From an optimization exercise on the open Yosys and OpenROAD flow, aimed at small area, a short achievable clock period and few clock cycles; shortcuts taken in it are not production practice.
In this exercise RTL edits were held to simulation tests only and were not proved equivalent to the original.
No activity file was given, so power comes from the tool's default toggle rates.

## flow/design.v (module list and top-level ports; edited modules follow where they fit)
// module CNN: 2777 lines
// module xnr: 3 lines
// module orr: 3 lines
// module fa: 4 lines
module CNN(
    input                       clk,
    input                       rst_n,
    input                       in_valid,
    input      signed [15:0]    in_data,
    input                       opt,
    output reg                  out_valid,
    output reg signed [15:0]    out_data
);
  // ...
==> flow/flow/run.sh <==
#!/bin/bash
# Standard ORFS layout, with faster port buffers and timing repair aimed
# below the clock period.
set -euo pipefail
bash standard.sh SETUP_SLACK_MARGIN=9.85 "BUFFER_PORTS_ARGS=-buffer_cell sky130_fd_sc_hd__buf_2" finish > make.log 2>&1
==> flow/standard.sh <==
#!/bin/bash
# synth_recipe.tcl (not shown) runs the flow's synth.tcl, then flattens the netlist and writes it again
# the make line also repeats each setting of config.mk as NAME=value (left out here)
make -C /OpenROAD-flow-scripts/flow DESIGN_CONFIG=/design/flow/config.mk WORK_HOME=/design/flow/orfs CLKGATE_MAP_FILE= SYNTH_SCRIPT=/design/flow/synth_recipe.tcl "${@:-finish}"
==> flow/config.mk <==
export PLATFORM = sky130hd
export DESIGN_NAME = CNN
export DESIGN_NICKNAME = CNN
export VERILOG_FILES = /design/flow/design.v
export SDC_FILE = /design/flow/constraint.sdc
export NUM_CORES = 4
export LEC_CHECK = 0
export CAP_MARGIN = 20
export CORE_MARGIN = 2
export CORE_UTILIZATION = 40
export CTS_CLUSTER_DIAMETER = 100
export CTS_CLUSTER_SIZE = 25
export PLACE_DENSITY = 0.6
export SLEW_MARGIN = 20
export SYNTH_HIERARCHICAL = 1
export SYNTH_MINIMUM_KEEP_SIZE = 0
==> flow/constraint.sdc <==
create_clock -name core_clock -period 14.0 [get_ports {clk}]
set_input_delay 2.8000 -clock core_clock [delete_from_list [all_inputs] [get_ports {clk}]]
set_output_delay 2.8000 -clock core_clock [all_outputs]
set_load 0.01 [all_outputs]
==> run notes, run 1 <==
- Syn avg cell area: 12.2 µm²
- FILL cells: 13900
- Fin. Hold Viols: 0
- Top-area cell type share of the netlist area: 34.4%
- Fraction of layout instances using a drive strength above 1: 4.35%
- Most common cell in the netlist: nand2_1
- Status: no timing/DRC/antenna violations
- Post-Syn Instances: 4973
- Initial antenna violation count: 12
- Die H: 393 µm
- TritonCTS Buffers: 55
- Top layer in use: met5
- Wire length on met3: 10100 µm
- Crit Path Max Fanout: 16
- Core area: 150000 µm²
- Min cycle time layout: 4030 ps
- CP Capture Type: flop
- Total negative setup slack: 0 ps
- Residual DRC: 0
- Max-slew violation count: 0
- Synth top cells by count: nand2_1 (1350), fa_1 (1041), dfxtp_1 (928)
- Vias after detailed routing: 34300
- Final WL: 138000 µm
- Vias in the first global route: 37600
- Commonest non-fill, non-tap cell in the layout: nand2_1
- Critical path launch point: ring[0][11]
Testbench counts, summed over its fixed seeds: cycles 13,248.
==> inputs of run 2 (changes only) <==
==> flow/flow/run.sh (replaced) <==
#!/bin/bash
# Standard ORFS layout, with faster port buffers and timing repair aimed
# below the clock period.
set -euo pipefail
bash standard.sh SETUP_SLACK_MARGIN=10 CTS_BUF_DISTANCE=120 "BUFFER_PORTS_ARGS=-buffer_cell sky130_fd_sc_hd__buf_2" finish > make.log 2>&1
==> run notes, run 2 <==
- Max Cap Violations: 0 (unchanged)
- FILL cells: 13800 (was 13900)
- Fraction of layout instances using a drive strength above 1: 5.86% (was 4.35%)
- Period utilisation layout: 28.5% (was 28.8%)
- Adder-cell area share of the yosys netlist: 37.9% (unchanged)
- PortBufs: 36 (unchanged)
- Crit path kind: flop to output pin (was flop to flop)
- Die Wd: 393 µm (unchanged)
- Residual DRC: 0 (unchanged)
- Die H: 393 µm (unchanged)
- Synth area leader: fa_1 (unchanged)
- Peak supply drop: 108 µV (was 123 µV)
- Top cell family by delay on the critical path: flip-flops (was adder cells)
- Slowest cell delay on critical path: 390 ps (was 870 ps)
- Fin nets: 6160 (was 6090)
- DR pass1 iterations: 6 (was 5)
- Hold_ws: 292 ps (was 297 ps)
- Synth warn: 8 (unchanged)
- Multiplexer area fraction after synthesis: 0.843% (unchanged)
- Worst skew pair latency: 690 ps (was 720 ps)
- Dpl hpwl: 95200 µm (unchanged)
- Register area share after synthesis: 40.0% (unchanged)
- TritonCTS Buffers: 55 (unchanged)
- Area contributors post-synth: fa_1 (34%), dfxtp_1 (31%), edfxtp_1 (8.7%) (unchanged)
- Status: no timing/DRC/antenna violations (unchanged)
- WP buf/inv: 1 (was 0)
- WP data arrival: 1180 ps (was 4670 ps)
- Crit Path Max Fanout: 1 (was 16)
- Top-area cell type share of the netlist area: 34.4% (unchanged)
- Clock root buffer: clkbuf_16 (unchanged)
- Synth top cells by count: nand2_1 (1350), fa_1 (1041), dfxtp_1 (928) (unchanged)
- Core area: 150000 µm² (unchanged)
- CTS Buffer Depth: 3 (unchanged)
- Hold Path Class: flop to flop (unchanged)
- Initial antenna violation count: 13 (was 12)
- GRT Resource Usage Total: 18.3% (was 18.4%)
- Placed instance area: 62600 µm² (unchanged)
- Synth-to-layout area growth: 7.52% (was 6.37%)
- CP Capture Type: output pin (was flop)
- Vias per std cell: 4.95 (was 4.97)
- Largest family of logic cells by synthesized area: adder cells (unchanged)
- Initial DRC count: 2192 (was 2467)
- H-tree Lvls: 2 (unchanged)
- Most flops, register: ring (unchanged)
- CP startpoint kind: flop (unchanged)
- Most frequent cells in the layout: nand2_1 (1349), fa_1 (1041), dfxtp_1 (909) (was nand2_1 (1349), fa_1 (1041), dfxtp_1 (917))
- Slowest cell on the critical path: dfrtp_1 (was dfxtp_1)
- XOR/XNOR share of the synthesized area: 5.95% (unchanged)
- Synth async-reset ratio: 1.25% (unchanged)
- GP Congestion: 0.878 (unchanged)
- Power Total: 12.3 mW (about the same)
- Largest net degree at the start of global routing: 50 (unchanged)
- Worst-path clk slew: 90 ps (was 100 ps)
- Wire length on met3: 10300 µm (was 10100 µm)
- Headroom to the max-slew limit: 25.2% (was 23.8%)
- Syn avg cell area: 12.2 µm² (unchanged)
- Fmax: 251 MHz (was 248 MHz)
- Starting Density: 40.3% (unchanged)
- Io pins: 37 (unchanged)
- Top layer in use: met5 (unchanged)
- GRT overflow: 0 (unchanged)
- CTS sink count: 1118 (unchanged)
- Die area: 154000 µm² (unchanged)
- Post-route ant nets: 0 (unchanged)
- Largest regs: ring x576, sa x32, sb x31 (unchanged)
- Power density over the cells: 189 nW/µm² (was 191 nW/µm²)
- Final WL: 140000 µm (was 138000 µm)
- Yosys cell types: 60 (unchanged)
- Compound-Gate Fraction of Synth Area: 1.39% (unchanged)
- Most common cell in the netlist: nand2_1 (unchanged)
- Worst Clk Skew: 59.1 ps (about the same)
- Vias in the first global route: 37600 (about the same)
- FP Rows: 142 (unchanged)
- RSZ-0062 raised after global routing: yes (unchanged)
- Post-Synth Simple-Gate Area: 11.5% (unchanged)
- Drt wl/cell: 20.0 µm (about the same)
- Commonest non-fill, non-tap cell in the layout: nand2_1 (unchanged)
- Placed Instances: 6807 (unchanged)
- Leak: 24.1 nW (was 23.7 nW)
- Slew at the pin with the worst max-slew slack: 1110 ps (was 1130 ps)
- WL met1: 57700 µm (was 57300 µm)
- Max FFs per register: 576 (unchanged)
- Post-Syn Instances: 4973 (unchanged)
- Fin. Hold Viols: 0 (unchanged)
- Max-slew violation count: 0 (unchanged)
- Final setup viols: 0 (unchanged)
- Post-synth EDFFs: 176 (unchanged)
- Ys flop type: dfxtp_1 (unchanged)
- Worst-path cell chain: buf_6 (was nand2_1 > or2_1 > fa_1 > fa_1 > fa_1 > fa_1 > xnor2_1 > xnor2_1 > xnor2_1 > xnor2_1 > xnor2_1)
- R2R Setup Slk: 10070 ps (was 9970 ps)
- Required @ worst endpoint: 11200 ps (was 14650 ps)
- Synth Register Bits: 1118 (unchanged)
- Post-route design area: 65100 µm² (was 64400 µm²)
- Min cycle time layout: 3980 ps (was 4030 ps)
- Vias after detailed routing: 34600 (was 34300)
- CTS tree: done (unchanged)
- Metal2 WL: 67400 µm (was 66700 µm)
- Finished Layout Cells: 6984 (was 6914)
- First-pass GRT wire length: 217000 µm (about the same)
- Synth Cell Area: 60500 µm² (unchanged)
- Total negative setup slack: 0 ps (unchanged)
-- run 2: cell families (layout without fill, tap and decap cells) --
group / Yosys count / after routing
DFF: 1118 / 1118
muxes: 47 / 47
and+or+nand+nor: 1670 / 1670
adders and majority gates: 1208 / 1208
other: 1 / 3
xor gates and xnor gates: 411 / 411
AOI/OAI and AO/OA: 123 / 123
buffers and inverters: 395 / 388
-- run 2: path summary, 6_finish.rpt --
path | from | end | depth (start not counted)
min in group asynchronous | rst_n | pfirst | 1
worst max-delay path | out_valid | out_valid | 1
max in group asynchronous | rst_n | cnt[3] | 1
worst min-delay path | ring[28][9] | ring[29][9] | 0
worst min register to register | ring[28][9] | ring[29][9] | 0
worst max register to register | kr2[2] | cs2b[15] | 11
-- run 2: layout make-up --
cell class                      count  area [µm²]  share of cell area (%)
Clock buffer                       74        1450                    2.22
Multi-Input combinational cell   3461       34800                    53.5
Clock inverter                     18         230                   0.354
Sequential cell                  1118       24200                    37.3
Inverter                          138         518                   0.796
Tap cell                         2016        2520                    3.88
Antenna cell                        1        2.50                 0.00384
Timing Repair Buffer              158        1280                    1.97
-- run 2: modules after synthesis (local to each module, per instance) --
module,cells,flops+latches
orr,1,0
fa,1,0
xnr,1,0
CNN,3629,1118
-- run 2: what timing repair did --
action	CTS	global route
buffers inserted	15	66
gates cloned	0	3
resized for setup	16	27
endpoints found under the setup margin	28	34
pin swaps	0	0
hold buffers	0	0
-- run 2: metrics by stage --
stage,setup slack (ps),utilization [%]
5_1_grt,9950,43.4
2_1_floorplan,10070,-
4_1_cts,9950,42.9
3_5_place_dp,9640,41.7
3_3_place_gp,9720,41.7
6_report,10020,43.4
-- run 2: report_power, final --
group          leakage [nW]  total [mW]  internal, mW  switching [mW]
Combinational          13.7        6.24          3.02            3.22
Clock                 0.814        1.81         0.757            1.05
Sequential             9.57        4.27          3.96           0.310
-- run 2: routing by layer --
layer / track usage, % / up-vias
met5: 0 / -
met4: 5.43 / 6
met3: 3.95 / 223
met2: 30.4 / 1152
met1: 24.1 / 18000
li1: - / 15200
==> inputs of run 3 (changes only) <==
==> flow/flow/run.sh (replaced) <==
#!/bin/bash
# Standard ORFS layout, with faster port buffers and timing repair aimed
# below the clock period.
set -euo pipefail
bash standard.sh SETUP_SLACK_MARGIN=10.2 CTS_BUF_DISTANCE=120 "BUFFER_PORTS_ARGS=-buffer_cell sky130_fd_sc_hd__buf_2" finish > make.log 2>&1
==> run notes, run 3 <==
- Status: no timing/DRC/antenna violations (unchanged)
- Vias after detailed routing: 35200 (was 34600)
- Period utilisation layout: 28.6% (was 28.5%)
- Vias in the first global route: 38000 (was 37600)
- Die H: 393 µm (unchanged)
- Fraction of layout instances using a drive strength above 1: 7.26% (was 5.86%)
- WP data arrival: 1210 ps (was 1180 ps)
- Peak supply drop: 148 µV (was 108 µV)
- FILL cells: 13800 (about the same)
- Initial antenna violation count: 4 (was 13)
- Dpl hpwl: 95900 µm (was 95200 µm)
- Die Wd: 393 µm (unchanged)
- Post-synth EDFFs: 176 (unchanged)
- Largest net degree at the start of global routing: 47 (was 50)
- Fmax: 249 MHz (was 251 MHz)
- Slowest cell on the critical path: dfrtp_1 (unchanged)
- Core area: 150000 µm² (unchanged)
- Synth top cells by count: nand2_1 (1350), fa_1 (1041), dfxtp_1 (928) (unchanged)
- Crit path kind: flop to output pin (unchanged)
- Max Cap Violations: 0 (unchanged)
- Final WL: 142000 µm (was 140000 µm)
- Top-area cell type share of the netlist area: 34.4% (unchanged)
- Register area share after synthesis: 40.0% (unchanged)
- Ant. Diodes: 0 (was 1)
- H-tree Lvls: 2 (unchanged)
- CTS tree: done (unchanged)
- Largest regs: ring x576, sa x32, sb x31 (unchanged)
- Vias per std cell: 4.99 (was 4.95)
- Most frequent cells in the layout: nand2_1 (1349), fa_1 (1038), dfxtp_1 (905) (was nand2_1 (1349), fa_1 (1041), dfxtp_1 (909))
- CP startpoint kind: flop (unchanged)
- FP Rows: 142 (unchanged)
- R2R Setup Slk: 10210 ps (was 10070 ps)
- TritonCTS Buffers: 56 (was 55)
- Initial DRC count: 2457 (was 2192)
- Final setup viols: 0 (unchanged)
- GRT overflow: 0 (unchanged)
- Post-layout util: 43.9% (was 43.4%)
- Commonest non-fill, non-tap cell in the layout: nand2_1 (unchanged)
- Required @ worst endpoint: 11200 ps (about the same)
- Worst-path clk slew: 90 ps (about the same)
- DR pass1 iterations: 10 (was 6)
- Synth-to-layout area growth: 8.81% (was 7.52%)
- Headroom to the max-slew limit: 26.0% (was 25.2%)
- GRT Resource Usage Total: 18.6% (was 18.3%)
- Worst Clk Skew: 77.2 ps (was 59.1 ps)
- Hold Path Class: flop to flop (unchanged)
- NetSw: 4.64 mW (was 4.58 mW)
- Synth Cell Area: 60500 µm² (unchanged)
- Io pins: 37 (unchanged)
- CTS sink count: 1118 (unchanged)
- Residual DRC: 0 (unchanged)
- Synth warn: 8 (unchanged)
- Post-Syn Instances: 4973 (unchanged)
- Cell Int Power: 7.79 mW (was 7.73 mW)
- Worst-path cell chain: buf_6 (unchanged)
- WP buf/inv: 1 (unchanged)
- RSZ-0062 raised after global routing: yes (unchanged)
- Sequential power share: 34.3% (was 34.6%)
- Slew at the pin with the worst max-slew slack: 1100 ps (was 1110 ps)
- Slowest cell delay on critical path: 400 ps (was 390 ps)
- Total negative setup slack: 0 ps (unchanged)
- Crit Path Max Fanout: 1 (unchanged)
- Power Total: 12.4 mW (was 12.3 mW)
- First-pass GRT wire length: 221000 µm (was 217000 µm)
- Leak: 24.5 nW (was 24.1 nW)
- Max-slew violation count: 0 (unchanged)
- Fin nets: 6219 (was 6160)
- Die area: 154000 µm² (unchanged)
- CTS Buffer Depth: 3 (unchanged)
- Logic gate share of total power: 50.7% (about the same)
- Starting Density: 40.3% (unchanged)
- Most common cell in the netlist: nand2_1 (unchanged)
- Sw Ratio: 37.3% (was 37.2%)
- CP Capture Type: output pin (unchanged)
- Top cell family by delay on the critical path: flip-flops (unchanged)
- Finished Layout Cells: 7044 (was 6984)
- PortBufs: 36 (unchanged)
- Power density over the cells: 189 nW/µm² (about the same)
- Placed Instances: 6808 (was 6807)
- Max FFs per register: 576 (unchanged)
- Drt wl/cell: 20.1 µm (was 20.0 µm)
- Most flops, register: ring (unchanged)
- GP Congestion: 0.876 (was 0.878)
- Pre-CTS setup slack: 9640 ps (about the same)
- Worst Setup Slack, final: 9990 ps (was 10020 ps)
- Worst skew pair latency: 710 ps (was 690 ps)
- Area contributors post-synth: fa_1 (34%), dfxtp_1 (31%), edfxtp_1 (8.7%) (unchanged)
- Ys flop type: dfxtp_1 (unchanged)
- Fin. Hold Viols: 0 (unchanged)
- Synth area leader: fa_1 (unchanged)
- Clock root buffer: clkbuf_16 (unchanged)
- Synth async-reset ratio: 1.25% (unchanged)
- Min cycle time layout: 4010 ps (was 3980 ps)
- Post-route ant nets: 0 (unchanged)
- Syn avg cell area: 12.2 µm² (unchanged)
- Synth Register Bits: 1118 (unchanged)
- Yosys cell types: 60 (unchanged)
- Clock power frac: 14.9% (was 14.7%)
## run 3: cell counts after synthesis
No cell type changed its count.
## run 3: layout make-up
cell class | instances | area (µm²) | area share [%]
Clock inverter | 18 | 260 | 0.395
Tap cell | 2016 | 2520 | 3.83
Clock buffer | 77 | 1480 | 2.25
Multi-Input combinational cell | 3461 | 34900 | 53.0
Sequential cell | 1118 | 24300 | 36.8
Timing Repair Buffer | 216 | 1920 | 2.92
Inverter | 138 | 518 | 0.786
## run 3: cell families after synthesis
kind of cell / share of synthesized area [%]
other: 0.00619
multiplexers: 0.843
flip-flops: 40.0
AND/OR/NAND/NOR: 11.5
XOR/XNOR: 5.95
buffers and inverters: 2.49
AO/OA/AOI/OAI: 1.39
adder cells (fa/ha/maj): 37.9
## run 3: metrics by stage
stage               instance area, µm²  hold WS (ps)
floorplan                        60600           310
global placement                 62600           309
detailed placement               62600           312
CTS                              65200           275
global route                     65900           279
finish                           65900           276
## run 3: routing by layer
metal / global-route usage [%] / up-vias / wire [µm]
met5: 0 / - / 0
met3: 3.41 / 245 / 10900
met1: 25.0 / 18300 / 58600
met2: 30.7 / 1319 / 67900
li1: - / 15300 / -
met4: 5.75 / 0 / 4580
## run 3: timing repair
action                                  in CTS  in global routing
endpoints found under the setup margin      75                 62
hold buffers                                 0                  0
buffers inserted                            85                 51
pin swaps                                    0                  9
gates resized for setup                     41                 57
gates cloned                                 3                  2
## run 3: power groups by stage
| stage | clock network (mW) | registers [mW] | logic, mW |
|---|---|---|---|
| final | 1.85 | 4.27 | 6.31 |
| after global routing | 2.03 | 4.33 | 7.27 |
| after CTS | 1.92 | 4.28 | 6.38 |
| after detailed placement | 0 | 4.35 | 6.30 |
| after global placement | 0 | 4.35 | 6.17 |
| after floorplan | 0 | 4.26 | 4.64 |
## run 3: Yosys stat by module (local to each module, per instance)
module	flip-flops and latches	cells inside	cell area, µm²
fa	0	1	20.0
CNN	1118	3629	37400
orr	0	1	6.26
xnr	0	1	8.76
## run 3: final timing paths
kind | startpoint | endpoint | depth (start not counted)
min in group asynchronous | rst_n | out_valid | 1
max reg2reg | kr5[3] | cs5b[15] | 10
max in group asynchronous | rst_n | cnt[3] | 1
min | ring[26][15] | ring[27][15] | 0
min reg2reg | ring[26][15] | ring[27][15] | 0
max | out_valid | out_valid | 1

-- separate check: timing with driven ports --
The flow's constraints put no driver on any port. The routed layouts listed below were extracted and timed again, unchanged, in two steps. Step 1 (the two cells are an assumption about what drives the block):
set clk [get_ports {clk}]
set_driving_cell -lib_cell sky130_fd_sc_hd__clkbuf_16 $clk
set_driving_cell -lib_cell sky130_fd_sc_hd__buf_2 [delete_from_list [all_inputs] $clk]
Step 2 adds t to the input delays and takes it off the output delays; t is the mean of the earliest and latest rising clock arrival at the registers after step 1. Input paths then give back, and output paths get back, about the clock's delay inside the block. a / b / c = ideal / step 1 / step 2; a / b = the first two.
| run | shift t [ns] | slack for setup (ns) | worst setup path at the end | worst slew at a driven data input, ns | pins driven straight from the clock port |
|---|---|---|---|---|---|
| run 1 | 0.770 | 9.974 / 9.913 / 9.974 | register to register | 0.09 | 1 |
| run 2 | 0.740 | 10.017 / 9.939 / 10.067 | register to register | 0.08 | 1 |
| run 3 | 0.742 | 9.991 / 9.912 / 10.206 | register to register | 0.03 | 1 |
After both steps setup and hold are still met in every run listed.
